Context: an optimization exercise on an open-source flow, tuned for small area and a short achievable clock period. The choices shown serve that exercise and are no tape-out recipe.
RTL that was checked went through simulation tests only; none was proved equivalent to the original.
The clock port is modelled as an ideal driver; clocking choices that lean on that would not hold on a real chip.

==> flow/design.v (excerpt) <==
module Multiplier_Wrapper #(parameter N = 32, bits = N-1, prod = 2*bits+1)(
    input clk, rst,  
    input [bits:0] a_in, b_in,  
    output reg [prod:0] p  
    );
For scale: roughly 130 flip-flops, ~130 I/O pins, ~30000 um^2 of cells after synthesis.
Settings: LEC_CHECK=0, CAP_MARGIN=20, CORE_MARGIN=2, CORE_UTILIZATION=40, SLEW_MARGIN=20, SYNTH_HIERARCHICAL=1, SYNTH_MINIMUM_KEEP_SIZE=0; clock period 19.5 ns.
standard.sh (not shown) runs the stock make flow with config.mk's settings and CLKGATE_MAP_FILE= SYNTH_SCRIPT=/design/flow/synth_recipe.tcl, a recipe that flattens the netlist after the stock synthesis.
==> flow/flow/run.sh <==
#!/bin/bash
# Standard ORFS layout, with repair_timing aiming for 12 ns of setup slack
# (the clock period and constraints are the design's own).
set -euo pipefail
bash standard.sh SETUP_SLACK_MARGIN=12 finish > standard_flow.log 2>&1
Edit:
==> flow/flow/run.sh (replaced) <==
#!/bin/bash
# Standard ORFS layout, with repair_timing aiming for 12 ns of setup slack
# (the clock period and constraints are the design's own).
set -euo pipefail
bash standard.sh SETUP_SLACK_MARGIN=12 RECOVER_POWER=100 finish > standard_flow.log 2>&1
=> Now the flow finished but failed the layout checks on max-capacitance violations, max-slew violations; final area came out lower by 0.41%; via count hardly moves; wire length is about the same.
No run of this note included a check of the RTL's function; only the layout flow was run.

---

Another version of the RTL of Multiplier_Wrapper (not shown whole).
For scale: about 2500 cells after synthesis, roughly 130 I/O pins.
clock: 19.5 ns
lec_check: 0
cap_margin: 20
core_margin: 2
core_utilization: 40
slew_margin: 20
synth_hierarchical: 1
synth_minimum_keep_size: 0
==> flow/flow/run.sh <==
#!/bin/bash
# The standard ORFS layout (the standard.sh, unchanged synthesis), with
# repair_timing asked to leave 13 ns of setup slack. The clock period and all
# constraints stay the design's own; the margin only makes the repair work harder.
set -euo pipefail
bash standard.sh SETUP_SLACK_MARGIN=13 finish > standard_flow.log 2>&1
The baseline finished but fails on antenna rules.
Change:
==> flow/flow/run.sh (replaced) <==
#!/bin/bash
# Layout flow: the standard ORFS flow (standard.sh, synthesis unchanged) with
#  - every synthesized cell first set to the smallest size of its family
#    (flow/downsize.tcl), so that the repair steps size up only what timing needs;
#  - repair_timing asked to leave 14 ns of setup slack. The clock period and all
#    constraints stay the design's own; the margin only makes the repair work harder.
# Each tool's output goes to a log file of its own in this folder.
set -euo pipefail
M=14
R=orfs/results/$FLOW_PLATFORM/Multiplier_Wrapper/base
bash standard.sh SETUP_SLACK_MARGIN=$M synth > synth.log 2>&1
RESULTS=$R LIB=$FLOW_HOME/platforms/$FLOW_PLATFORM/lib/sky130_fd_sc_hd__tt_025C_1v80.lib DONT_USE="" \
  openroad -no_init -exit flow/downsize.tcl > downsize.log 2>&1
bash standard.sh SETUP_SLACK_MARGIN=$M finish > finish.log 2>&1
==> flow/flow/downsize.tcl (new file) <==
# Set every cell to the smallest-area member of its drive-strength family
# (same cell function, e.g. a22oi_2 -> a22oi_1). The later repair steps of the
# flow size up whatever timing needs.
set results $::env(RESULTS)
read_liberty $::env(LIB)
read_db $results/1_synth.odb
set areas [dict create]
foreach lc [get_lib_cells *] {
  dict set areas [get_name $lc] [get_property $lc area]
}
set dont_use [list]
foreach p $::env(DONT_USE) { lappend dont_use $p }
set n 0
foreach inst [get_cells *] {
  set ref [get_property $inst ref_name]
  if { ![regexp {^(sky130_fd_sc_hd__[a-z0-9]+(?:_[a-z0-9]+)*?)_([0-9]+)$} $ref -> fam drv] } { continue }
  set best $ref
  set best_area [dict get $areas $ref]
  foreach cand [dict keys $areas "${fam}_*"] {
    if { ![regexp "^${fam}_\[0-9\]+\$" $cand] } { continue }
    if { [lsearch -exact $dont_use $cand] >= 0 } { continue }
    set a [dict get $areas $cand]
    if { $a < $best_area } { set best $cand; set best_area $a }
  }
  if { $best ne $ref } {
    replace_cell $inst $best
    incr n
  }
}
puts "downsized $n cells"
write_db $results/1_synth.odb
Result: With this change the flow finished clean; final cell count increases by 3.6%; clock skew increases by 14 ps; synthesized area decreases by 11%; count of clock-buffer cells in the layout does not change; final area increases by 7.0%; routed wire length increases by 19%; global-route usage increases by 8.6 points; core utilization increases by 9.6 points; die area decreases by 11%; critical path depth increases by 1.
Change:
--- a/flow/flow/run.sh
+++ b/flow/flow/run.sh
@@ -3,9 +3,9 @@
 #  - every synthesized cell first set to the smallest size of its family
 #    (flow/downsize.tcl), so that the repair steps size up only what timing needs;
-#  - repair_timing asked to leave 14 ns of setup slack. The clock period and all
+#  - repair_timing asked to leave 13 ns of setup slack. The clock period and all
 #    constraints stay the design's own; the margin only makes the repair work harder.
 # Each tool's output goes to a log file of its own in this folder.
 set -euo pipefail
-M=14
+M=13
 R=orfs/results/$FLOW_PLATFORM/Multiplier_Wrapper/base
 bash standard.sh SETUP_SLACK_MARGIN=$M synth > synth.log 2>&1
Result: Non-clock buffer count decreases by 248. Synthesized area does not change. Maximum frequency goes down by 7.5%. Final cell count came out lower by 6.5%. Setup slack got worse by 470 ps.

---

== run a ==
Another version of the RTL of Multiplier_Wrapper (not shown whole).
Size: about 2,400 cells after synthesis, ~130 I/O pins, roughly 26,000 um2 of cells after synthesis.
export LEC_CHECK = 0
export CAP_MARGIN = 20
export CORE_MARGIN = 2
export CORE_UTILIZATION = 40
export SLEW_MARGIN = 20
export SYNTH_HIERARCHICAL = 1
export SYNTH_MINIMUM_KEEP_SIZE = 0
create_clock -name core_clock -period 19.5 [get_ports {clk}]
==> flow/flow/run.sh <==
#!/bin/bash
# Layout flow: the standard ORFS flow (standard.sh, synthesis unchanged) with
#  - every synthesized cell first set to the smallest size of its family
#    (flow/downsize.tcl), so that the repair steps size up only what timing needs;
#  - port buffers of the smallest buffer cell (buf_1) instead of the default pick;
#  - repair_timing asked to leave 13 ns of setup slack. The clock period and all
#    constraints stay the design's own; the margin only makes the repair work harder.
# Each tool's output goes to a log file of its own in this folder.
set -euo pipefail
M=13
R=orfs/results/$FLOW_PLATFORM/Multiplier_Wrapper/base
bash standard.sh SETUP_SLACK_MARGIN=$M synth > synth.log 2>&1
RESULTS=$R LIB=$FLOW_HOME/platforms/$FLOW_PLATFORM/lib/sky130_fd_sc_hd__tt_025C_1v80.lib DONT_USE="" \
  openroad -no_init -exit flow/downsize.tcl > downsize.log 2>&1
bash standard.sh SETUP_SLACK_MARGIN=$M "BUFFER_PORTS_ARGS=-buffer_cell sky130_fd_sc_hd__buf_1"  finish > finish.log 2>&1
==> flow/flow/downsize.tcl <==
# Set every cell to the smallest-area member of its drive-strength family
# (same cell function, e.g. a22oi_2 -> a22oi_1). The later repair steps of the
# flow size up whatever timing needs.
set results $::env(RESULTS)
read_liberty $::env(LIB)
read_db $results/1_synth.odb
set areas [dict create]
foreach lc [get_lib_cells *] {
  dict set areas [get_name $lc] [get_property $lc area]
}
set dont_use [list]
foreach p $::env(DONT_USE) { lappend dont_use $p }
set n 0
foreach inst [get_cells *] {
  set ref [get_property $inst ref_name]
  if { ![regexp {^(sky130_fd_sc_hd__[a-z0-9]+(?:_[a-z0-9]+)*?)_([0-9]+)$} $ref -> fam drv] } { continue }
  set best $ref
  set best_area [dict get $areas $ref]
  foreach cand [dict keys $areas "${fam}_*"] {
    if { ![regexp "^${fam}_\[0-9\]+\$" $cand] } { continue }
    if { [lsearch -exact $dont_use $cand] >= 0 } { continue }
    set a [dict get $areas $cand]
    if { $a < $best_area } { set best $cand; set best_area $a }
  }
  if { $best ne $ref } {
    replace_cell $inst $best
    incr n
  }
}
puts "downsized $n cells"
write_db $results/1_synth.odb
What run b does differently from run a at the input level:
==> flow/flow/run.sh <==
#!/bin/bash
# Layout flow: the standard ORFS flow (standard.sh, synthesis unchanged) with
#  - every synthesized cell first set to the smallest size of its family
#    (flow/downsize.tcl), so that the repair steps size up only what timing needs;
#  - port buffers of the smallest buffer cell (buf_1) instead of the default pick;
#  - repair_timing asked to leave 13.8 ns of setup slack. The clock period and all
#    constraints stay the design's own; the margin only makes the repair work harder.
# Each tool's output goes to a log file of its own in this folder.
set -euo pipefail
M=13.8
R=orfs/results/$FLOW_PLATFORM/Multiplier_Wrapper/base
bash standard.sh SETUP_SLACK_MARGIN=$M synth > synth.log 2>&1
RESULTS=$R LIB=$FLOW_HOME/platforms/$FLOW_PLATFORM/lib/sky130_fd_sc_hd__tt_025C_1v80.lib DONT_USE="" \
  openroad -no_init -exit flow/downsize.tcl > downsize.log 2>&1
bash standard.sh SETUP_SLACK_MARGIN=$M "BUFFER_PORTS_ARGS=-buffer_cell sky130_fd_sc_hd__buf_1" \
  "POST_CTS_TCL=$PWD/flow/skew.tcl" "SKEW_CHAIN=clkdlybuf4s50_1 clkbuf_8"  finish > finish.log 2>&1
==> flow/flow/skew.tcl (new file) <==
set block [ord::get_db_block]
set db [ord::get_db]
set chain $::env(SKEW_CHAIN)
set groups [dict create]
foreach inst [$block getInsts] {
  if { ![regexp {^p\\?\[[0-9]+\\?\]} [$inst getName]] } { continue }
  set it [$inst findITerm CLK]
  if { $it eq "NULL" } { continue }
  set net [$it getNet]
  dict lappend groups [$net getName] $inst
}
set g 0
dict for {netname insts} $groups {
  set net [$block findNet $netname]
  set sx 0
  set sy 0
  foreach inst $insts {
    set bb [$inst getBBox]
    incr sx [expr { ([$bb xMin] + [$bb xMax]) / 2 }]
    incr sy [expr { ([$bb yMin] + [$bb yMax]) / 2 }]
  }
  set n [llength $insts]
  set x [expr { $sx / $n }]
  set y [expr { $sy / $n }]
  set cur $net
  set k 0
  foreach cell $chain {
    set master [$db findMaster sky130_fd_sc_hd__$cell]
    set buf [odb::dbInst_create $block $master "pskew_${g}_${k}"]
    set out [odb::dbNet_create $block "pskew_net_${g}_${k}"]
    $out setSigType CLOCK
    [$buf findITerm A] connect $cur
    [$buf findITerm X] connect $out
    $buf setLocation $x $y
    $buf setPlacementStatus PLACED
    set cur $out
    incr k
  }
  foreach inst $insts {
    set it [$inst findITerm CLK]
    $it disconnect
    $it connect $cur
  }
  puts "skew: leaf net $netname: $n p registers behind [llength $chain] buffers"
  incr g
}
detailed_placement
check_placement -verbose
## What came out
Looking at final critical-path setup slack, run b sits 0.70 ns higher than run a does.
Looking at sum of met2 wire segment lengths after detailed routing, run b sits 3.7 mm higher than run a does.

[static timing again, ports no longer ideal]
No port has a modelled driver above. Below, the same layouts with a new extraction and two added sets of constraints.
Step 1 sets driving cells, clkbuf_16 on the clock port and buf_2 on the other inputs (assumed; they add their load-dependent delay and slew).
Step 2, shift: input delay + t, output delay - t, t = (earliest + latest rising clock arrival at the registers) / 2. This alone moves slack from input paths to output paths.
Slacks: ideal ports / drivers / drivers and shift; pairs: ideal ports / drivers.
run | t (ns) | setup slack, ns | hold WS [ns] | clock arrival spread, ns | worst slew at a driven data input, ns
the first run of note 1 | 0.551 | 12.206 / 12.206 / 12.206 | 0.815 / 0.815 / 0.815 | 0.015 / 0.016 | 0.06
the second run of note 1 | 0.548 | 10.568 / 10.568 / 10.568 | 0.813 / 0.813 / 0.813 | 0.014 / 0.014 | 0.06
the first run of note 2 | 0.572 | 13.137 / 13.137 / 13.137 | 1.186 / 1.186 / 1.186 | 0.036 / 0.035 | 0.06
the second run of note 2 | 0.583 | 13.667 / 13.667 / 13.667 | 1.021 / 1.021 / 1.021 | 0.048 / 0.047 | 0.06
the third run of note 2 | 0.566 | 13.192 / 13.192 / 13.192 | 1.081 / 1.081 / 1.081 | 0.038 / 0.038 | 0.04
run a | 0.562 | 13.118 / 13.118 / 13.118 | 1.068 / 1.068 / 1.068 | 0.037 / 0.038 | 0.05
run b | 0.907 | 13.814 / 13.752 / 14.076 | 0.495 / 0.495 / 0.495 | 0.694 / 0.694 | 0.04
Clock arrivals are far apart in run b, so t is only a midpoint there and step 2 fits no single register.
